Context: an optimization exercise on an open-source flow, tuned for small area. The choices shown serve that exercise and are no tape-out recipe.
No functional check of the RTL was part of this run.
Power and IR drop assume default switching activity.

==> design/flow/design.v <==
module debounceFsm(
  input         clock,
  input         reset,
  input         io_din,
  input  [26:0] io_countReg,
  output        io_dout,
  output        io_runTimer
);
  reg [1:0] stateReg;  
  wire [1:0] _GEN_2 = io_countReg == 27'h3a ? 2'h0 : stateReg;  
  wire [1:0] _GEN_3 = io_din ? 2'h1 : _GEN_2;  
  assign io_dout = stateReg == 2'h1 | stateReg == 2'h2;  
  assign io_runTimer = stateReg == 2'h2;  
  always @(posedge clock) begin
    if (reset) begin  
      stateReg <= 2'h0;  
    end else if (2'h0 == stateReg) begin  
      if (io_din) begin  
        stateReg <= 2'h1;  
      end
    end else if (2'h1 == stateReg) begin  
      if (~io_din) begin  
        stateReg <= 2'h2;  
      end
    end else if (2'h2 == stateReg) begin  
      stateReg <= _GEN_3;
    end
  end
endmodule
module Debouncer(
  input   clock,
  input   reset,
  input   io_in,
  output  io_out
);
  wire  fsm_clock;  
  wire  fsm_reset;  
  wire  fsm_io_din;  
  wire [26:0] fsm_io_countReg;  
  wire  fsm_io_dout;  
  wire  fsm_io_runTimer;  
  reg [26:0] countReg;  
  wire [26:0] _countReg_T_1 = countReg + 27'h1;  
  debounceFsm fsm (  
    .clock(fsm_clock),
    .reset(fsm_reset),
    .io_din(fsm_io_din),
    .io_countReg(fsm_io_countReg),
    .io_dout(fsm_io_dout),
    .io_runTimer(fsm_io_runTimer)
  );
  assign io_out = fsm_io_dout;  
  assign fsm_clock = clock;
  assign fsm_reset = reset;
  assign fsm_io_din = io_in;  
  assign fsm_io_countReg = countReg;  
  always @(posedge clock) begin
    if (reset) begin  
      countReg <= 27'h0;  
    end else if (fsm_io_runTimer) begin  
      countReg <= _countReg_T_1;  
    end else begin
      countReg <= 27'h0;  
    end
  end
endmodule
module dataPath(
  input        clock,
  input        reset,
  input  [4:0] io_price,
  input        io_coin2,
  input        io_coin5,
  input        io_sub,
  input        io_add,
  input        io_alarm,
  output [6:0] io_sum,
  output       io_coin,
  output       io_isEmpty,
  output [6:0] io_customOut_0,
  output [6:0] io_customOut_1,
  output [6:0] io_customOut_2,
  output [6:0] io_customOut_3
);
  reg [6:0] sumReg;  
  reg [7:0] numCanReg;  
  wire [2:0] _GEN_0 = io_coin5 ? 3'h5 : 3'h0;  
  wire [2:0] coinVal = io_coin2 ? 3'h2 : _GEN_0;  
  wire [6:0] _GEN_145 = {{4'd0}, coinVal};  
  wire [6:0] _sumReg_T_1 = sumReg + _GEN_145;  
  wire [6:0] _GEN_146 = {{2'd0}, io_price};  
  wire [6:0] _sumReg_T_3 = sumReg - _GEN_146;  
  wire [7:0] _numCanReg_T_1 = numCanReg - 8'h1;  
  reg [31:0] scrollReg;  
  reg [3:0] selector1;  
  reg [3:0] selector2;  
  reg [3:0] selector3;  
  reg [3:0] selector4;  
  wire [31:0] _scrollReg_T_1 = scrollReg + 32'h1;  
  wire  _T_8 = scrollReg == 32'hc8;  
  wire [3:0] _selector1_T_1 = selector1 + 4'h1;  
  wire [3:0] _selector2_T_1 = selector2 + 4'h1;  
  wire [3:0] _selector3_T_1 = selector3 + 4'h1;  
  wire [3:0] _selector4_T_1 = selector4 + 4'h1;  
  wire [31:0] _GEN_12 = scrollReg == 32'hc8 ? 32'h0 : _scrollReg_T_1;  
  wire [6:0] _GEN_20 = 4'h3 == selector1 ? 7'h54 : 7'h0;  
  wire [6:0] _GEN_21 = 4'h4 == selector1 ? 7'h3f : _GEN_20;  
  wire [6:0] _GEN_22 = 4'h5 == selector1 ? 7'h0 : _GEN_21;  
  wire [6:0] _GEN_23 = 4'h6 == selector1 ? 7'h39 : _GEN_22;  
  wire [6:0] _GEN_24 = 4'h7 == selector1 ? 7'h77 : _GEN_23;  
  wire [6:0] _GEN_25 = 4'h8 == selector1 ? 7'h54 : _GEN_24;  
  wire [6:0] _GEN_26 = 4'h9 == selector1 ? 7'h6d : _GEN_25;  
  wire [6:0] _GEN_27 = 4'ha == selector1 ? 7'h0 : _GEN_26;  
  wire [6:0] _GEN_28 = 4'hb == selector1 ? 7'h38 : _GEN_27;  
  wire [6:0] _GEN_29 = 4'hc == selector1 ? 7'h79 : _GEN_28;  
  wire [6:0] _GEN_30 = 4'hd == selector1 ? 7'h71 : _GEN_29;  
  wire [6:0] _GEN_31 = 4'he == selector1 ? 7'h78 : _GEN_30;  
  wire [6:0] _GEN_35 = 4'h3 == selector2 ? 7'h54 : 7'h0;  
  wire [6:0] _GEN_36 = 4'h4 == selector2 ? 7'h3f : _GEN_35;  
  wire [6:0] _GEN_37 = 4'h5 == selector2 ? 7'h0 : _GEN_36;  
  wire [6:0] _GEN_38 = 4'h6 == selector2 ? 7'h39 : _GEN_37;  
  wire [6:0] _GEN_39 = 4'h7 == selector2 ? 7'h77 : _GEN_38;  
  wire [6:0] _GEN_40 = 4'h8 == selector2 ? 7'h54 : _GEN_39;  
  wire [6:0] _GEN_41 = 4'h9 == selector2 ? 7'h6d : _GEN_40;  
  wire [6:0] _GEN_42 = 4'ha == selector2 ? 7'h0 : _GEN_41;  
  wire [6:0] _GEN_43 = 4'hb == selector2 ? 7'h38 : _GEN_42;  
  wire [6:0] _GEN_44 = 4'hc == selector2 ? 7'h79 : _GEN_43;  
  wire [6:0] _GEN_45 = 4'hd == selector2 ? 7'h71 : _GEN_44;  
  wire [6:0] _GEN_46 = 4'he == selector2 ? 7'h78 : _GEN_45;  
  wire [6:0] _GEN_50 = 4'h3 == selector3 ? 7'h54 : 7'h0;  
  wire [6:0] _GEN_51 = 4'h4 == selector3 ? 7'h3f : _GEN_50;  
  wire [6:0] _GEN_52 = 4'h5 == selector3 ? 7'h0 : _GEN_51;  
  wire [6:0] _GEN_53 = 4'h6 == selector3 ? 7'h39 : _GEN_52;  
  wire [6:0] _GEN_54 = 4'h7 == selector3 ? 7'h77 : _GEN_53;  
  wire [6:0] _GEN_55 = 4'h8 == selector3 ? 7'h54 : _GEN_54;  
  wire [6:0] _GEN_56 = 4'h9 == selector3 ? 7'h6d : _GEN_55;  
  wire [6:0] _GEN_57 = 4'ha == selector3 ? 7'h0 : _GEN_56;  
  wire [6:0] _GEN_58 = 4'hb == selector3 ? 7'h38 : _GEN_57;  
  wire [6:0] _GEN_59 = 4'hc == selector3 ? 7'h79 : _GEN_58;  
  wire [6:0] _GEN_60 = 4'hd == selector3 ? 7'h71 : _GEN_59;  
  wire [6:0] _GEN_61 = 4'he == selector3 ? 7'h78 : _GEN_60;  
  wire [6:0] _GEN_65 = 4'h3 == selector4 ? 7'h54 : 7'h0;  
  wire [6:0] _GEN_66 = 4'h4 == selector4 ? 7'h3f : _GEN_65;  
  wire [6:0] _GEN_67 = 4'h5 == selector4 ? 7'h0 : _GEN_66;  
  wire [6:0] _GEN_68 = 4'h6 == selector4 ? 7'h39 : _GEN_67;  
  wire [6:0] _GEN_69 = 4'h7 == selector4 ? 7'h77 : _GEN_68;  
  wire [6:0] _GEN_70 = 4'h8 == selector4 ? 7'h54 : _GEN_69;  
  wire [6:0] _GEN_71 = 4'h9 == selector4 ? 7'h6d : _GEN_70;  
  wire [6:0] _GEN_72 = 4'ha == selector4 ? 7'h0 : _GEN_71;  
  wire [6:0] _GEN_73 = 4'hb == selector4 ? 7'h38 : _GEN_72;  
  wire [6:0] _GEN_74 = 4'hc == selector4 ? 7'h79 : _GEN_73;  
  wire [6:0] _GEN_75 = 4'hd == selector4 ? 7'h71 : _GEN_74;  
  wire [6:0] _GEN_76 = 4'he == selector4 ? 7'h78 : _GEN_75;  
  wire [6:0] _GEN_79 = numCanReg == 8'h0 ? _GEN_31 : 7'h0;  
  wire [6:0] _GEN_80 = numCanReg == 8'h0 ? _GEN_46 : 7'h0;  
  wire [6:0] _GEN_81 = numCanReg == 8'h0 ? _GEN_61 : 7'h0;  
  wire [6:0] _GEN_82 = numCanReg == 8'h0 ? _GEN_76 : 7'h0;  
  reg [3:0] selector1_1;  
  reg [3:0] selector2_1;  
  reg [3:0] selector3_1;  
  reg [3:0] selector4_1;  
  wire [3:0] _selector1_T_3 = selector1_1 + 4'h1;  
  wire [3:0] _selector2_T_3 = selector2_1 + 4'h1;  
  wire [3:0] _selector3_T_3 = selector3_1 + 4'h1;  
  wire [3:0] _selector4_T_3 = selector4_1 + 4'h1;  
  wire [6:0] _GEN_95 = 4'h3 == selector1_1 ? 7'h6e : 7'h0;  
  wire [6:0] _GEN_96 = 4'h4 == selector1_1 ? 7'h3f : _GEN_95;  
  wire [6:0] _GEN_97 = 4'h5 == selector1_1 ? 7'h3e : _GEN_96;  
  wire [6:0] _GEN_98 = 4'h6 == selector1_1 ? 7'h0 : _GEN_97;  
  wire [6:0] _GEN_99 = 4'h7 == selector1_1 ? 7'h73 : _GEN_98;  
  wire [6:0] _GEN_100 = 4'h8 == selector1_1 ? 7'h3f : _GEN_99;  
  wire [6:0] _GEN_101 = 4'h9 == selector1_1 ? 7'h3f : _GEN_100;  
  wire [6:0] _GEN_102 = 4'ha == selector1_1 ? 7'h50 : _GEN_101;  
  wire [6:0] _GEN_103 = 4'hb == selector1_1 ? 7'hb : _GEN_102;  
  wire [6:0] _GEN_107 = 4'h3 == selector2_1 ? 7'h6e : 7'h0;  
  wire [6:0] _GEN_108 = 4'h4 == selector2_1 ? 7'h3f : _GEN_107;  
  wire [6:0] _GEN_109 = 4'h5 == selector2_1 ? 7'h3e : _GEN_108;  
  wire [6:0] _GEN_110 = 4'h6 == selector2_1 ? 7'h0 : _GEN_109;  
  wire [6:0] _GEN_111 = 4'h7 == selector2_1 ? 7'h73 : _GEN_110;  
  wire [6:0] _GEN_112 = 4'h8 == selector2_1 ? 7'h3f : _GEN_111;  
  wire [6:0] _GEN_113 = 4'h9 == selector2_1 ? 7'h3f : _GEN_112;  
  wire [6:0] _GEN_114 = 4'ha == selector2_1 ? 7'h50 : _GEN_113;  
  wire [6:0] _GEN_115 = 4'hb == selector2_1 ? 7'hb : _GEN_114;  
  wire [6:0] _GEN_119 = 4'h3 == selector3_1 ? 7'h6e : 7'h0;  
  wire [6:0] _GEN_120 = 4'h4 == selector3_1 ? 7'h3f : _GEN_119;  
  wire [6:0] _GEN_121 = 4'h5 == selector3_1 ? 7'h3e : _GEN_120;  
  wire [6:0] _GEN_122 = 4'h6 == selector3_1 ? 7'h0 : _GEN_121;  
  wire [6:0] _GEN_123 = 4'h7 == selector3_1 ? 7'h73 : _GEN_122;  
  wire [6:0] _GEN_124 = 4'h8 == selector3_1 ? 7'h3f : _GEN_123;  
  wire [6:0] _GEN_125 = 4'h9 == selector3_1 ? 7'h3f : _GEN_124;  
  wire [6:0] _GEN_126 = 4'ha == selector3_1 ? 7'h50 : _GEN_125;  
  wire [6:0] _GEN_127 = 4'hb == selector3_1 ? 7'hb : _GEN_126;  
  wire [6:0] _GEN_131 = 4'h3 == selector4_1 ? 7'h6e : 7'h0;  
  wire [6:0] _GEN_132 = 4'h4 == selector4_1 ? 7'h3f : _GEN_131;  
  wire [6:0] _GEN_133 = 4'h5 == selector4_1 ? 7'h3e : _GEN_132;  
  wire [6:0] _GEN_134 = 4'h6 == selector4_1 ? 7'h0 : _GEN_133;  
  wire [6:0] _GEN_135 = 4'h7 == selector4_1 ? 7'h73 : _GEN_134;  
  wire [6:0] _GEN_136 = 4'h8 == selector4_1 ? 7'h3f : _GEN_135;  
  wire [6:0] _GEN_137 = 4'h9 == selector4_1 ? 7'h3f : _GEN_136;  
  wire [6:0] _GEN_138 = 4'ha == selector4_1 ? 7'h50 : _GEN_137;  
  wire [6:0] _GEN_139 = 4'hb == selector4_1 ? 7'hb : _GEN_138;  
  assign io_sum = sumReg;  
  assign io_coin = io_coin2 | io_coin5;  
  assign io_isEmpty = numCanReg == 8'h0;  
  assign io_customOut_0 = io_alarm ? _GEN_139 : _GEN_82;  
  assign io_customOut_1 = io_alarm ? _GEN_127 : _GEN_81;  
  assign io_customOut_2 = io_alarm ? _GEN_115 : _GEN_80;  
  assign io_customOut_3 = io_alarm ? _GEN_103 : _GEN_79;  
  always @(posedge clock) begin
    if (reset) begin  
      sumReg <= 7'h0;  
    end else if (!(~io_sub & ~io_add)) begin  
      if (io_add) begin  
        sumReg <= _sumReg_T_1;  
      end else if (io_sub) begin  
        sumReg <= _sumReg_T_3;  
      end
    end
    if (reset) begin  
      numCanReg <= 8'h3;  
    end else if (!(~io_sub & ~io_add)) begin  
      if (!(io_add)) begin  
        if (io_sub) begin  
          numCanReg <= _numCanReg_T_1;  
        end
      end
    end
    if (reset) begin  
      scrollReg <= 32'h0;  
    end else if (io_alarm) begin  
      scrollReg <= _GEN_12;
    end else if (numCanReg == 8'h0) begin  
      scrollReg <= _GEN_12;
    end
    if (reset) begin  
      selector1 <= 4'h0;  
    end else if (scrollReg == 32'hc8) begin  
      if (selector1 == 4'he) begin  
        selector1 <= 4'h0;  
      end else begin
        selector1 <= _selector1_T_1;  
      end
    end
    if (reset) begin  
      selector2 <= 4'h1;  
    end else if (scrollReg == 32'hc8) begin  
      if (selector2 == 4'he) begin  
        selector2 <= 4'h0;  
      end else begin
        selector2 <= _selector2_T_1;  
      end
    end
    if (reset) begin  
      selector3 <= 4'h2;  
    end else if (scrollReg == 32'hc8) begin  
      if (selector3 == 4'he) begin  
        selector3 <= 4'h0;  
      end else begin
        selector3 <= _selector3_T_1;  
      end
    end
    if (reset) begin  
      selector4 <= 4'h3;  
    end else if (scrollReg == 32'hc8) begin  
      if (selector4 == 4'he) begin  
        selector4 <= 4'h0;  
      end else begin
        selector4 <= _selector4_T_1;  
      end
    end
    if (reset) begin  
      selector1_1 <= 4'h0;  
    end else if (_T_8) begin  
      if (selector1_1 == 4'hb) begin  
        selector1_1 <= 4'h0;  
      end else begin
        selector1_1 <= _selector1_T_3;  
      end
    end
    if (reset) begin  
      selector2_1 <= 4'h1;  
    end else if (_T_8) begin  
      if (selector2_1 == 4'hb) begin  
        selector2_1 <= 4'h0;  
      end else begin
        selector2_1 <= _selector2_T_3;  
      end
    end
    if (reset) begin  
      selector3_1 <= 4'h2;  
    end else if (_T_8) begin  
      if (selector3_1 == 4'hb) begin  
        selector3_1 <= 4'h0;  
      end else begin
        selector3_1 <= _selector3_T_3;  
      end
    end
    if (reset) begin  
      selector4_1 <= 4'h3;  
    end else if (_T_8) begin  
      if (selector4_1 == 4'hb) begin  
        selector4_1 <= 4'h0;  
      end else begin
        selector4_1 <= _selector4_T_3;  
      end
    end
  end
endmodule
module fsm(
  input        clock,
  input        reset,
  input  [4:0] io_price,
  input  [7:0] io_sum,
  input        io_buy,
  input        io_coin,
  input        io_empty,
  output       io_sub,
  output       io_add,
  output       io_alarm,
  output       io_releaseCan
);
  reg [2:0] stateReg;  
  wire [7:0] _GEN_13 = {{3'd0}, io_price};  
  wire [2:0] _GEN_0 = io_empty ? 3'h6 : stateReg;  
  wire [2:0] _GEN_1 = io_coin ? 3'h4 : _GEN_0;  
  wire [2:0] _GEN_4 = ~io_buy ? 3'h0 : stateReg;  
  wire [2:0] _GEN_6 = ~io_coin ? 3'h0 : stateReg;  
  wire [2:0] _GEN_7 = 3'h5 == stateReg ? _GEN_6 : stateReg;  
  wire [2:0] _GEN_8 = 3'h4 == stateReg ? 3'h5 : _GEN_7;  
  wire [2:0] _GEN_9 = 3'h3 == stateReg ? _GEN_4 : _GEN_8;  
  wire  _io_sub_T = stateReg == 3'h1;  
  assign io_sub = stateReg == 3'h1;  
  assign io_add = stateReg == 3'h4;  
  assign io_alarm = stateReg == 3'h3;  
  assign io_releaseCan = stateReg == 3'h2 | _io_sub_T;  
  always @(posedge clock) begin
    if (reset) begin  
      stateReg <= 3'h0;  
    end else if (3'h0 == stateReg) begin  
      if (io_buy & io_sum >= _GEN_13) begin  
        stateReg <= 3'h1;  
      end else if (io_buy & io_sum < _GEN_13) begin  
        stateReg <= 3'h3;  
      end else begin
        stateReg <= _GEN_1;
      end
    end else if (3'h1 == stateReg) begin  
      stateReg <= 3'h2;  
    end else if (3'h2 == stateReg) begin  
      stateReg <= _GEN_4;
    end else begin
      stateReg <= _GEN_9;
    end
  end
endmodule
module BcdTable(
  input  [7:0] io_address,
  output [7:0] io_data
);
  wire [7:0] _GEN_1 = 7'h1 == io_address[6:0] ? 8'h1 : 8'h0;  
  wire [7:0] _GEN_2 = 7'h2 == io_address[6:0] ? 8'h2 : _GEN_1;  
  wire [7:0] _GEN_3 = 7'h3 == io_address[6:0] ? 8'h3 : _GEN_2;  
  wire [7:0] _GEN_4 = 7'h4 == io_address[6:0] ? 8'h4 : _GEN_3;  
  wire [7:0] _GEN_5 = 7'h5 == io_address[6:0] ? 8'h5 : _GEN_4;  
  wire [7:0] _GEN_6 = 7'h6 == io_address[6:0] ? 8'h6 : _GEN_5;  
  wire [7:0] _GEN_7 = 7'h7 == io_address[6:0] ? 8'h7 : _GEN_6;  
  wire [7:0] _GEN_8 = 7'h8 == io_address[6:0] ? 8'h8 : _GEN_7;  
  wire [7:0] _GEN_9 = 7'h9 == io_address[6:0] ? 8'h9 : _GEN_8;  
  wire [7:0] _GEN_10 = 7'ha == io_address[6:0] ? 8'h10 : _GEN_9;  
  wire [7:0] _GEN_11 = 7'hb == io_address[6:0] ? 8'h11 : _GEN_10;  
  wire [7:0] _GEN_12 = 7'hc == io_address[6:0] ? 8'h12 : _GEN_11;  
  wire [7:0] _GEN_13 = 7'hd == io_address[6:0] ? 8'h13 : _GEN_12;  
  wire [7:0] _GEN_14 = 7'he == io_address[6:0] ? 8'h14 : _GEN_13;  
  wire [7:0] _GEN_15 = 7'hf == io_address[6:0] ? 8'h15 : _GEN_14;  
  wire [7:0] _GEN_16 = 7'h10 == io_address[6:0] ? 8'h16 : _GEN_15;  
  wire [7:0] _GEN_17 = 7'h11 == io_address[6:0] ? 8'h17 : _GEN_16;  
  wire [7:0] _GEN_18 = 7'h12 == io_address[6:0] ? 8'h18 : _GEN_17;  
  wire [7:0] _GEN_19 = 7'h13 == io_address[6:0] ? 8'h19 : _GEN_18;  
  wire [7:0] _GEN_20 = 7'h14 == io_address[6:0] ? 8'h20 : _GEN_19;  
  wire [7:0] _GEN_21 = 7'h15 == io_address[6:0] ? 8'h21 : _GEN_20;  
  wire [7:0] _GEN_22 = 7'h16 == io_address[6:0] ? 8'h22 : _GEN_21;  
  wire [7:0] _GEN_23 = 7'h17 == io_address[6:0] ? 8'h23 : _GEN_22;  
  wire [7:0] _GEN_24 = 7'h18 == io_address[6:0] ? 8'h24 : _GEN_23;  
  wire [7:0] _GEN_25 = 7'h19 == io_address[6:0] ? 8'h25 : _GEN_24;  
  wire [7:0] _GEN_26 = 7'h1a == io_address[6:0] ? 8'h26 : _GEN_25;  
  wire [7:0] _GEN_27 = 7'h1b == io_address[6:0] ? 8'h27 : _GEN_26;  
  wire [7:0] _GEN_28 = 7'h1c == io_address[6:0] ? 8'h28 : _GEN_27;  
  wire [7:0] _GEN_29 = 7'h1d == io_address[6:0] ? 8'h29 : _GEN_28;  
  wire [7:0] _GEN_30 = 7'h1e == io_address[6:0] ? 8'h30 : _GEN_29;  
  wire [7:0] _GEN_31 = 7'h1f == io_address[6:0] ? 8'h31 : _GEN_30;  
  wire [7:0] _GEN_32 = 7'h20 == io_address[6:0] ? 8'h32 : _GEN_31;  
  wire [7:0] _GEN_33 = 7'h21 == io_address[6:0] ? 8'h33 : _GEN_32;  
  wire [7:0] _GEN_34 = 7'h22 == io_address[6:0] ? 8'h34 : _GEN_33;  
  wire [7:0] _GEN_35 = 7'h23 == io_address[6:0] ? 8'h35 : _GEN_34;  
  wire [7:0] _GEN_36 = 7'h24 == io_address[6:0] ? 8'h36 : _GEN_35;  
  wire [7:0] _GEN_37 = 7'h25 == io_address[6:0] ? 8'h37 : _GEN_36;  
  wire [7:0] _GEN_38 = 7'h26 == io_address[6:0] ? 8'h38 : _GEN_37;  
  wire [7:0] _GEN_39 = 7'h27 == io_address[6:0] ? 8'h39 : _GEN_38;  
  wire [7:0] _GEN_40 = 7'h28 == io_address[6:0] ? 8'h40 : _GEN_39;  
  wire [7:0] _GEN_41 = 7'h29 == io_address[6:0] ? 8'h41 : _GEN_40;  
  wire [7:0] _GEN_42 = 7'h2a == io_address[6:0] ? 8'h42 : _GEN_41;  
  wire [7:0] _GEN_43 = 7'h2b == io_address[6:0] ? 8'h43 : _GEN_42;  
  wire [7:0] _GEN_44 = 7'h2c == io_address[6:0] ? 8'h44 : _GEN_43;  
  wire [7:0] _GEN_45 = 7'h2d == io_address[6:0] ? 8'h45 : _GEN_44;  
  wire [7:0] _GEN_46 = 7'h2e == io_address[6:0] ? 8'h46 : _GEN_45;  
  wire [7:0] _GEN_47 = 7'h2f == io_address[6:0] ? 8'h47 : _GEN_46;  
  wire [7:0] _GEN_48 = 7'h30 == io_address[6:0] ? 8'h48 : _GEN_47;  
  wire [7:0] _GEN_49 = 7'h31 == io_address[6:0] ? 8'h49 : _GEN_48;  
  wire [7:0] _GEN_50 = 7'h32 == io_address[6:0] ? 8'h50 : _GEN_49;  
  wire [7:0] _GEN_51 = 7'h33 == io_address[6:0] ? 8'h51 : _GEN_50;  
  wire [7:0] _GEN_52 = 7'h34 == io_address[6:0] ? 8'h52 : _GEN_51;  
  wire [7:0] _GEN_53 = 7'h35 == io_address[6:0] ? 8'h53 : _GEN_52;  
  wire [7:0] _GEN_54 = 7'h36 == io_address[6:0] ? 8'h54 : _GEN_53;  
  wire [7:0] _GEN_55 = 7'h37 == io_address[6:0] ? 8'h55 : _GEN_54;  
  wire [7:0] _GEN_56 = 7'h38 == io_address[6:0] ? 8'h56 : _GEN_55;  
  wire [7:0] _GEN_57 = 7'h39 == io_address[6:0] ? 8'h57 : _GEN_56;  
  wire [7:0] _GEN_58 = 7'h3a == io_address[6:0] ? 8'h58 : _GEN_57;  
  wire [7:0] _GEN_59 = 7'h3b == io_address[6:0] ? 8'h59 : _GEN_58;  
  wire [7:0] _GEN_60 = 7'h3c == io_address[6:0] ? 8'h60 : _GEN_59;  
  wire [7:0] _GEN_61 = 7'h3d == io_address[6:0] ? 8'h61 : _GEN_60;  
  wire [7:0] _GEN_62 = 7'h3e == io_address[6:0] ? 8'h62 : _GEN_61;  
  wire [7:0] _GEN_63 = 7'h3f == io_address[6:0] ? 8'h63 : _GEN_62;  
  wire [7:0] _GEN_64 = 7'h40 == io_address[6:0] ? 8'h64 : _GEN_63;  
  wire [7:0] _GEN_65 = 7'h41 == io_address[6:0] ? 8'h65 : _GEN_64;  
  wire [7:0] _GEN_66 = 7'h42 == io_address[6:0] ? 8'h66 : _GEN_65;  
  wire [7:0] _GEN_67 = 7'h43 == io_address[6:0] ? 8'h67 : _GEN_66;  
  wire [7:0] _GEN_68 = 7'h44 == io_address[6:0] ? 8'h68 : _GEN_67;  
  wire [7:0] _GEN_69 = 7'h45 == io_address[6:0] ? 8'h69 : _GEN_68;  
  wire [7:0] _GEN_70 = 7'h46 == io_address[6:0] ? 8'h70 : _GEN_69;  
  wire [7:0] _GEN_71 = 7'h47 == io_address[6:0] ? 8'h71 : _GEN_70;  
  wire [7:0] _GEN_72 = 7'h48 == io_address[6:0] ? 8'h72 : _GEN_71;  
  wire [7:0] _GEN_73 = 7'h49 == io_address[6:0] ? 8'h73 : _GEN_72;  
  wire [7:0] _GEN_74 = 7'h4a == io_address[6:0] ? 8'h74 : _GEN_73;  
  wire [7:0] _GEN_75 = 7'h4b == io_address[6:0] ? 8'h75 : _GEN_74;  
  wire [7:0] _GEN_76 = 7'h4c == io_address[6:0] ? 8'h76 : _GEN_75;  
  wire [7:0] _GEN_77 = 7'h4d == io_address[6:0] ? 8'h77 : _GEN_76;  
  wire [7:0] _GEN_78 = 7'h4e == io_address[6:0] ? 8'h78 : _GEN_77;  
  wire [7:0] _GEN_79 = 7'h4f == io_address[6:0] ? 8'h79 : _GEN_78;  
  wire [7:0] _GEN_80 = 7'h50 == io_address[6:0] ? 8'h80 : _GEN_79;  
  wire [7:0] _GEN_81 = 7'h51 == io_address[6:0] ? 8'h81 : _GEN_80;  
  wire [7:0] _GEN_82 = 7'h52 == io_address[6:0] ? 8'h82 : _GEN_81;  
  wire [7:0] _GEN_83 = 7'h53 == io_address[6:0] ? 8'h83 : _GEN_82;  
  wire [7:0] _GEN_84 = 7'h54 == io_address[6:0] ? 8'h84 : _GEN_83;  
  wire [7:0] _GEN_85 = 7'h55 == io_address[6:0] ? 8'h85 : _GEN_84;  
  wire [7:0] _GEN_86 = 7'h56 == io_address[6:0] ? 8'h86 : _GEN_85;  
  wire [7:0] _GEN_87 = 7'h57 == io_address[6:0] ? 8'h87 : _GEN_86;  
  wire [7:0] _GEN_88 = 7'h58 == io_address[6:0] ? 8'h88 : _GEN_87;  
  wire [7:0] _GEN_89 = 7'h59 == io_address[6:0] ? 8'h89 : _GEN_88;  
  wire [7:0] _GEN_90 = 7'h5a == io_address[6:0] ? 8'h90 : _GEN_89;  
  wire [7:0] _GEN_91 = 7'h5b == io_address[6:0] ? 8'h91 : _GEN_90;  
  wire [7:0] _GEN_92 = 7'h5c == io_address[6:0] ? 8'h92 : _GEN_91;  
  wire [7:0] _GEN_93 = 7'h5d == io_address[6:0] ? 8'h93 : _GEN_92;  
  wire [7:0] _GEN_94 = 7'h5e == io_address[6:0] ? 8'h94 : _GEN_93;  
  wire [7:0] _GEN_95 = 7'h5f == io_address[6:0] ? 8'h95 : _GEN_94;  
  wire [7:0] _GEN_96 = 7'h60 == io_address[6:0] ? 8'h96 : _GEN_95;  
  wire [7:0] _GEN_97 = 7'h61 == io_address[6:0] ? 8'h97 : _GEN_96;  
  wire [7:0] _GEN_98 = 7'h62 == io_address[6:0] ? 8'h98 : _GEN_97;  
  assign io_data = 7'h63 == io_address[6:0] ? 8'h99 : _GEN_98;  
endmodule
module SevenSegDec(
  input  [3:0] io_in,
  output [6:0] io_out,
  input        io_custom,
  input  [6:0] io_customIn
);
  wire [6:0] _GEN_0 = 4'hf == io_in ? 7'h71 : 7'h0;  
  wire [6:0] _GEN_1 = 4'he == io_in ? 7'h79 : _GEN_0;  
  wire [6:0] _GEN_2 = 4'hd == io_in ? 7'h5e : _GEN_1;  
  wire [6:0] _GEN_3 = 4'hc == io_in ? 7'h39 : _GEN_2;  
  wire [6:0] _GEN_4 = 4'hb == io_in ? 7'h7c : _GEN_3;  
  wire [6:0] _GEN_5 = 4'ha == io_in ? 7'h77 : _GEN_4;  
  wire [6:0] _GEN_6 = 4'h9 == io_in ? 7'h67 : _GEN_5;  
  wire [6:0] _GEN_7 = 4'h8 == io_in ? 7'h7f : _GEN_6;  
  wire [6:0] _GEN_8 = 4'h7 == io_in ? 7'h7 : _GEN_7;  
  wire [6:0] _GEN_9 = 4'h6 == io_in ? 7'h7d : _GEN_8;  
  wire [6:0] _GEN_10 = 4'h5 == io_in ? 7'h6d : _GEN_9;  
  wire [6:0] _GEN_11 = 4'h4 == io_in ? 7'h66 : _GEN_10;  
  wire [6:0] _GEN_12 = 4'h3 == io_in ? 7'h4f : _GEN_11;  
  wire [6:0] _GEN_13 = 4'h2 == io_in ? 7'h5b : _GEN_12;  
  wire [6:0] _GEN_14 = 4'h1 == io_in ? 7'h30 : _GEN_13;  
  wire [6:0] _GEN_15 = 4'h0 == io_in ? 7'h3f : _GEN_14;  
  wire [6:0] sevSeg = io_custom ? io_customIn : _GEN_15;  
  assign io_out = ~sevSeg;  
endmodule
module DisplayMultiplexer(
  input        clock,
  input        reset,
  input  [6:0] io_customIn_0,
  input  [6:0] io_customIn_1,
  input  [6:0] io_customIn_2,
  input  [6:0] io_customIn_3,
  input  [6:0] io_sum,
  input  [4:0] io_price,
  output [6:0] io_seg,
  output [3:0] io_an
);
  wire [7:0] table__io_address;  
  wire [7:0] table__io_data;  
  wire [3:0] decoder_io_in;  
  wire [6:0] decoder_io_out;  
  wire  decoder_io_custom;  
  wire [6:0] decoder_io_customIn;  
  reg [1:0] selectReg;  
  reg [16:0] tickCounterReg;  
  wire  tick = tickCounterReg == 17'h13;  
  wire [16:0] _tickCounterReg_T_1 = tickCounterReg + 17'h1;  
  wire [1:0] _selectReg_T_1 = selectReg + 2'h1;  
  wire [6:0] _GEN_2 = 2'h3 == selectReg ? io_sum : 7'h0;  
  wire [3:0] _GEN_3 = 2'h3 == selectReg ? table__io_data[7:4] : 4'h0;  
  wire [6:0] _GEN_4 = 2'h2 == selectReg ? io_sum : _GEN_2;  
  wire [3:0] _GEN_5 = 2'h2 == selectReg ? table__io_data[3:0] : _GEN_3;  
  wire [6:0] _GEN_6 = 2'h1 == selectReg ? {{2'd0}, io_price} : _GEN_4;  
  wire [3:0] _GEN_7 = 2'h1 == selectReg ? table__io_data[7:4] : _GEN_5;  
  wire [6:0] _GEN_8 = 2'h0 == selectReg ? {{2'd0}, io_price} : _GEN_6;  
  wire [6:0] _GEN_11 = 2'h1 == selectReg ? io_customIn_1 : io_customIn_0;  
  wire [6:0] _GEN_12 = 2'h2 == selectReg ? io_customIn_2 : _GEN_11;  
  wire [6:0] _GEN_13 = 2'h3 == selectReg ? io_customIn_3 : _GEN_12;  
  wire [3:0] _io_an_T = 4'h1 << selectReg;  
  BcdTable table_ (  
    .io_address(table__io_address),
    .io_data(table__io_data)
  );
  SevenSegDec decoder (  
    .io_in(decoder_io_in),
    .io_out(decoder_io_out),
    .io_custom(decoder_io_custom),
    .io_customIn(decoder_io_customIn)
  );
  assign io_seg = decoder_io_out;  
  assign io_an = ~_io_an_T;  
  assign table__io_address = {{1'd0}, _GEN_8};
  assign decoder_io_in = 2'h0 == selectReg ? table__io_data[3:0] : _GEN_7;  
  assign decoder_io_custom = io_customIn_0 != 7'h0 | io_customIn_1 != 7'h0 | io_customIn_2 != 7'h0 | io_customIn_3 != 7'h0
    ;  
  assign decoder_io_customIn = io_customIn_0 != 7'h0 | io_customIn_1 != 7'h0 | io_customIn_2 != 7'h0 | io_customIn_3 != 7'h0
     ? _GEN_13 : 7'h0;  
  always @(posedge clock) begin
    if (reset) begin  
      selectReg <= 2'h0;  
    end else if (tick) begin  
      selectReg <= _selectReg_T_1;  
    end
    if (reset) begin  
      tickCounterReg <= 17'h0;  
    end else if (tick) begin  
      tickCounterReg <= 17'h0;  
    end else begin
      tickCounterReg <= _tickCounterReg_T_1;  
    end
  end
endmodule
module VendingMachine(
  input        clock,
  input        reset,
  input  [4:0] io_price,
  input        io_coin2Raw,
  input        io_coin5Raw,
  input        io_buyRaw,
  output       io_releaseCan,
  output       io_alarm,
  output [6:0] io_seg,
  output [3:0] io_an
);
  wire  coin2Deb_clock;  
  wire  coin2Deb_reset;  
  wire  coin2Deb_io_in;  
  wire  coin2Deb_io_out;  
  wire  coin5Deb_clock;  
  wire  coin5Deb_reset;  
  wire  coin5Deb_io_in;  
  wire  coin5Deb_io_out;  
  wire  buyDeb_clock;  
  wire  buyDeb_reset;  
  wire  buyDeb_io_in;  
  wire  buyDeb_io_out;  
  wire  dataPath_clock;  
  wire  dataPath_reset;  
  wire [4:0] dataPath_io_price;  
  wire  dataPath_io_coin2;  
  wire  dataPath_io_coin5;  
  wire  dataPath_io_sub;  
  wire  dataPath_io_add;  
  wire  dataPath_io_alarm;  
  wire [6:0] dataPath_io_sum;  
  wire  dataPath_io_coin;  
  wire  dataPath_io_isEmpty;  
  wire [6:0] dataPath_io_customOut_0;  
  wire [6:0] dataPath_io_customOut_1;  
  wire [6:0] dataPath_io_customOut_2;  
  wire [6:0] dataPath_io_customOut_3;  
  wire  fsm_clock;  
  wire  fsm_reset;  
  wire [4:0] fsm_io_price;  
  wire [7:0] fsm_io_sum;  
  wire  fsm_io_buy;  
  wire  fsm_io_coin;  
  wire  fsm_io_empty;  
  wire  fsm_io_sub;  
  wire  fsm_io_add;  
  wire  fsm_io_alarm;  
  wire  fsm_io_releaseCan;  
  wire  dispMux_clock;  
  wire  dispMux_reset;  
  wire [6:0] dispMux_io_customIn_0;  
  wire [6:0] dispMux_io_customIn_1;  
  wire [6:0] dispMux_io_customIn_2;  
  wire [6:0] dispMux_io_customIn_3;  
  wire [6:0] dispMux_io_sum;  
  wire [4:0] dispMux_io_price;  
  wire [6:0] dispMux_io_seg;  
  wire [3:0] dispMux_io_an;  
  Debouncer coin2Deb (  
    .clock(coin2Deb_clock),
    .reset(coin2Deb_reset),
    .io_in(coin2Deb_io_in),
    .io_out(coin2Deb_io_out)
  );
  Debouncer coin5Deb (  
    .clock(coin5Deb_clock),
    .reset(coin5Deb_reset),
    .io_in(coin5Deb_io_in),
    .io_out(coin5Deb_io_out)
  );
  Debouncer buyDeb (  
    .clock(buyDeb_clock),
    .reset(buyDeb_reset),
    .io_in(buyDeb_io_in),
    .io_out(buyDeb_io_out)
  );
  dataPath dataPath (  
    .clock(dataPath_clock),
    .reset(dataPath_reset),
    .io_price(dataPath_io_price),
    .io_coin2(dataPath_io_coin2),
    .io_coin5(dataPath_io_coin5),
    .io_sub(dataPath_io_sub),
    .io_add(dataPath_io_add),
    .io_alarm(dataPath_io_alarm),
    .io_sum(dataPath_io_sum),
    .io_coin(dataPath_io_coin),
    .io_isEmpty(dataPath_io_isEmpty),
    .io_customOut_0(dataPath_io_customOut_0),
    .io_customOut_1(dataPath_io_customOut_1),
    .io_customOut_2(dataPath_io_customOut_2),
    .io_customOut_3(dataPath_io_customOut_3)
  );
  fsm fsm (  
    .clock(fsm_clock),
    .reset(fsm_reset),
    .io_price(fsm_io_price),
    .io_sum(fsm_io_sum),
    .io_buy(fsm_io_buy),
    .io_coin(fsm_io_coin),
    .io_empty(fsm_io_empty),
    .io_sub(fsm_io_sub),
    .io_add(fsm_io_add),
    .io_alarm(fsm_io_alarm),
    .io_releaseCan(fsm_io_releaseCan)
  );
  DisplayMultiplexer dispMux (  
    .clock(dispMux_clock),
    .reset(dispMux_reset),
    .io_customIn_0(dispMux_io_customIn_0),
    .io_customIn_1(dispMux_io_customIn_1),
    .io_customIn_2(dispMux_io_customIn_2),
    .io_customIn_3(dispMux_io_customIn_3),
    .io_sum(dispMux_io_sum),
    .io_price(dispMux_io_price),
    .io_seg(dispMux_io_seg),
    .io_an(dispMux_io_an)
  );
  assign io_releaseCan = fsm_io_releaseCan;  
  assign io_alarm = fsm_io_alarm;  
  assign io_seg = dispMux_io_seg;  
  assign io_an = dispMux_io_an;  
  assign coin2Deb_clock = clock;
  assign coin2Deb_reset = reset;
  assign coin2Deb_io_in = io_coin2Raw;  
  assign coin5Deb_clock = clock;
  assign coin5Deb_reset = reset;
  assign coin5Deb_io_in = io_coin5Raw;  
  assign buyDeb_clock = clock;
  assign buyDeb_reset = reset;
  assign buyDeb_io_in = io_buyRaw;  
  assign dataPath_clock = clock;
  assign dataPath_reset = reset;
  assign dataPath_io_price = io_price;  
  assign dataPath_io_coin2 = coin2Deb_io_out;  
  assign dataPath_io_coin5 = coin5Deb_io_out;  
  assign dataPath_io_sub = fsm_io_sub;  
  assign dataPath_io_add = fsm_io_add;  
  assign dataPath_io_alarm = fsm_io_alarm;  
  assign fsm_clock = clock;
  assign fsm_reset = reset;
  assign fsm_io_price = io_price;  
  assign fsm_io_sum = {{1'd0}, dataPath_io_sum};  
  assign fsm_io_buy = buyDeb_io_out;  
  assign fsm_io_coin = dataPath_io_coin;  
  assign fsm_io_empty = dataPath_io_isEmpty;  
  assign dispMux_clock = clock;
  assign dispMux_reset = reset;
  assign dispMux_io_customIn_0 = dataPath_io_customOut_0;  
  assign dispMux_io_customIn_1 = dataPath_io_customOut_1;  
  assign dispMux_io_customIn_2 = dataPath_io_customOut_2;  
  assign dispMux_io_customIn_3 = dataPath_io_customOut_3;  
  assign dispMux_io_sum = dataPath_io_sum;  
  assign dispMux_io_price = io_price;  
endmodule
==> design/flow/run.sh <==
#!/bin/bash
# synth_recipe.tcl (not shown) runs the flow's synth.tcl, then flattens the netlist and writes it again
# the make line also repeats each setting of config.mk as NAME=value (left out here)
make -C /OpenROAD-flow-scripts/flow DESIGN_CONFIG=/design/flow/config.mk WORK_HOME=/design/flow/orfs CLKGATE_MAP_FILE= SYNTH_SCRIPT=/design/flow/synth_recipe.tcl finish
==> design/flow/config.mk <==
export PLATFORM = sky130hd
export DESIGN_NAME = VendingMachine
export DESIGN_NICKNAME = VendingMachine
export VERILOG_FILES = /design/flow/design.v
export SDC_FILE = /design/flow/constraint.sdc
export NUM_CORES = 4
export LEC_CHECK = 0
export CAP_MARGIN = 20
export CORE_MARGIN = 2
export CORE_UTILIZATION = 40
export SLEW_MARGIN = 20
==> design/flow/constraint.sdc <==
create_clock -name core_clock -period 10.0 [get_ports {clock}]
set_input_delay 2.0000 -clock core_clock [delete_from_list [all_inputs] [get_ports {clock}]]
set_output_delay 2.0000 -clock core_clock [all_outputs]
set_load 0.01 [all_outputs]
==> run_results.csv <==
group,metric,value,unit
timing,period_share,76.11,%
timing,timing.final.max_slew_violations,0,
worst_setup_path,critPathLaunch,"io_price[1]",
placement,gp_routability_congestion,0.8723,
cells_and_area,flow.area_growth_from_synthesis,8.238,%
grt,globalRoute.totalOverflow,0,
timing,timing.final.ws_setup,2389,ps
floorplan,rows,63,
synthesis,ys_async_sr_fraction,0,%
synthesis,synth-compound-area-share,20.26,%
timing,achievable-frequency,0.1314,GHz
synthesis,most_frequent_cell_after_synthesis,"nor2_1",
worst_setup_path,start_kind,"input port",
floorplan,dieWidth,177.6,um
detailed_routing,via_per_inst,5.631,
timing,setup_violations,0,
detailed_routing,count_of_tritonroute_iterations_in_the_first_routing_pass,5,
grt,grt_antenna_before_repair,0,
clocking,cts-root-buf,"clkbuf_16",
clocking,clock-sinks,188,
floorplan,top_level_ports,23,
timing,worst_slew_margin_rel,32.24,%
detailed_routing,route.antenna.remaining_nets,0,
grt,gr-usage-all-layers,18.60,%
cells_and_area,antenna_cells_inserted,0,
worst_setup_path,worstSetupPathType,"input port to output port",
synthesis,yosys.cell_types.count,81,
floorplan,core_area,0.02964,sq mm
timing,max_slew.worst_pin.slew,1016,ps
timing,hold_violations,0,
timing,setup_repair_after_global_routing_missed_its_margin,"no",
outcome,result_of_the_run,"finished clean",
worst_setup_path,crit_arrival,5610,ps
synthesis,synthCells,1594,
placement,io_buffer_count,22,
placement,placement.setup.worst_slack,2501,ps
placement,placed_cells,1921,
floorplan,initial_utilization,40.69,%
clocking,numCtsBuffers,17,
clocking,clock_transition_at_the_registers_of_the_reported_paths,70,ps
synthesis,post_synth_most_frequent_cells,"nor2_1, dfxtp_1, a21oi_1",
placement,dp.final_hpwl,19980,um
synthesis,syn-cell-area,0.01206,sq mm
synthesis,synth_xor_xnor_area_share,8.860,%
synthesis,yosys-top-cells-area,"dfxtp_1, nor2_1, xor2_1",
worst_setup_path,worst_r2r_startpoint,"fsm.stateReg[0]$_SDFFE_PP0P_",
floorplan,design.die.area,0.03156,sq mm
detailed_routing,drc,0,
timing,final.setup_skew,15.04,ps
synthesis,number_of_synthesis_warnings,5,
synthesis,postSynth.topFlopCell,"dfxtp_1",
synthesis,yosys.area.top_type,"dfxtp_1",
detailed_routing,detail_route.wl_per_cell,14.82,um
clocking,cts_post_setup_buffers_inserted,0,
synthesis,main_combinational_cell_family_by_area_after_synthesis,"simple AND/OR/NAND/NOR gates",
timing,tns,0,ps
grt,grt_max_degree,64,
worst_hold_path,timing.hold.worst.class,"flip-flop to flip-flop",
power_and_ir_drop,ir_drop,0.1417,mV
clocking,clock_path_buffers,2,
detailed_routing,drt_iter0_markers,949,
clocking,ctsResizeCount,0,
clocking,clkLatencyLatePin,440,ps
worst_hold_path,min-delay-start,"dispMux.tickCounterReg[0]$_SDFF_PP0_",
worst_setup_path,worst-r2r-setup-slack,6040,ps
cells_and_area,final_layout_size_suffix_gt1_share,3.839,%
synthesis,synth.area.mux_share,0.8507,%
synthesis,yosys_register_bits,188,
synthesis,synth_simple_gate_area_share,28.34,%
synthesis,syn_avg_cell_area,7.566,sq um
synthesis,synth_top_cell_area_share,31.21,%
grt,vias_in_the_first_global_route,10120,
clocking,cts-hold-fix-buffers,0,
clocking,tritoncts,"done",
synthesis,synth.yosys.seq_area_share,31.21,%
timing,final.min_clock_period,7611,ps
cells_and_area,final_nets,1613,
power_and_ir_drop,power-per-cell-area,156.9,mW/mm^2
cells_and_area,final_cell_count_no_fill,1953,
worst_setup_path,crit_required,8000,ps
synthesis,synth_edf_count,0,
power_and_ir_drop,cellLeakagePower,4.439,nW
detailed_routing,wl,28950,um
synthesis,synth_fp_nets,1657,
worst_setup_path,critical_path_peak_fanout,8,
synthesis,post_synthesis_share_of_cell_area_spent_on_full_adders_half_adders_and_majority_gates,5.623,%
detailed_routing,via_count,11000,
worst_setup_path,worst_setup_path_end_kind,"output port",
run,drv.max_cap_violation_count,0,
floorplan,die-height,177.6,um
grt,grt_pass1_wl,49070,um
clocking,htree_num_levels,4,
cells_and_area,final_core_utilization,44.04,%
[layout make-up]
| cell class | instances | area [sq um] |
|---|---|---|
| Fill cell | 3004 | 16580 |
| Multi-Input combinational cell | 1257 | 7714 |
| Sequential cell | 188 | 3764 |
| Tap cell | 390 | 488.0 |
| Clock buffer | 18 | 429.2 |
| Timing Repair Buffer | 25 | 237.7 |
| Inverter | 61 | 229.0 |
| Clock inverter | 14 | 192.7 |
[final timing paths]
kind,to,cells after the start
setup / recovery,io_seg[0],11
hold / removal,dispMux.tickCounterReg[0]$_SDFF_PP0_,1
setup reg to reg,dataPath.scrollReg[31]$_SDFFE_PP0P_,9
hold reg to reg,dispMux.tickCounterReg[0]$_SDFF_PP0_,1
[placed cells by master, fill, tap and decap left out, types with 15 or more instances in the layout]
master | synthesis | final
a21oi_1 | 122 | 122
a31oi_1 | 18 | 18
and3_1 | 22 | 22
clkbuf_16 | 0 | 17
clkdlybuf4s50_1 | 0 | 21
dfxtp_1 | 188 | 188
ha_1 | 51 | 51
inv_1 | 61 | 61
nand2_1 | 120 | 120
nand2b_1 | 27 | 27
nand3_1 | 76 | 76
nand4_1 | 38 | 38
nor2_1 | 239 | 238
nor2b_1 | 23 | 23
nor3_1 | 39 | 39
nor4_1 | 28 | 28
o21ai_0 | 94 | 94
o22ai_1 | 15 | 15
or3_1 | 26 | 26
xnor2_1 | 44 | 44
xor2_1 | 78 | 78
[worst max-delay path: stages]
cell and delay (ps):
clkdlybuf4s50_1 740, o21ai_0 270, o32ai_2 380, nor3_1 110, a211oi_1 240, a31oi_1 70, o32ai_1 630, and2_1 240
nand2_1 60, a311oi_1 300, clkdlybuf4s50_1 590
[where the power goes]
group	switching (W)	total (W)	internal, W	leakage (nW)
registers	0.0000785	0.000859	0.000781	1.52
clock network	0.000335	0.000720	0.000385	0.305
logic	0.000274	0.000470	0.000196	2.62
[kinds of logic (layout without fill, tap and decap cells)]
group / count (synthesis) / count (layout)
flip-flops: 188 / 188
AO/OA/AOI/OAI: 378 / 378
multiplexers: 10 / 10
buffers and inverters: 149 / 118
adder cells (fa/ha/maj): 53 / 53
AND/OR/NAND/NOR: 694 / 694
XOR/XNOR: 122 / 122
[per-stage QoR]
stage	hold slack (ps)	cell area, sq um	total power (W)
after detailed placement	455.2	12430	0.001339
after CTS	472.6	13050	0.002066
after global routing	510.3	13050	0.002162
after floorplan	429.7	12060	0.001200
after global placement	439.7	12430	0.001339
final	468.2	13050	0.002049
[per-layer routing]
layer  up-vias  share of wire, %  track usage [%]
met5         -                 0                0
met4         0               1.4            5.396
met3        33               4.7            3.256
met2       244                45            29.41
met1      5117                49            25.85
li1       5604                 -                -
[state kept, by name, indices dropped and copies added, names as in the netlist]
register                cells
dataPath.numCanReg          8
coin2Deb.fsm.stateReg       2
dispMux.tickCounterReg     17
dispMux.selectReg           2
dataPath.selector3          4
dataPath.selector2          4
dataPath.selector1          4
buyDeb.countReg            27
dataPath.selector1_1        4
dataPath.selector4_1        4
coin5Deb.fsm.stateReg       2
dataPath.scrollReg         32
dataPath.sumReg             7
coin2Deb.countReg          27
fsm.stateReg                3
dataPath.selector2_1        4
dataPath.selector3_1        4
dataPath.selector4          4
buyDeb.fsm.stateReg         2
coin5Deb.countReg          27

[afterwards: timing with drivers on the ports]
No port has a modelled driver above. Below, the same layout with a new extraction and two added sets of constraints. Step 1, drivers: a clkbuf_16 drives clock and a buf_2 each remaining input, both assumed. Step 2 also shifts input and output timing later by t, the mid clock arrival at the registers, as if the neighbouring blocks saw the same clock. a / b / c = ideal ports / drivers / drivers and shift; a / b = the first two.
t, ns: 0.484
setup slack, ns: 2.389 / 2.365 / 2.365
hold slack, ns: 0.468 / 0.468 / 0.468
worst register clock-pin slew, ns: 0.08 / 0.08
After both steps this run still meets setup and hold. For this run, drivers alone change the setup slack by -0.024 ns; drivers and shift together by -0.024 ns.
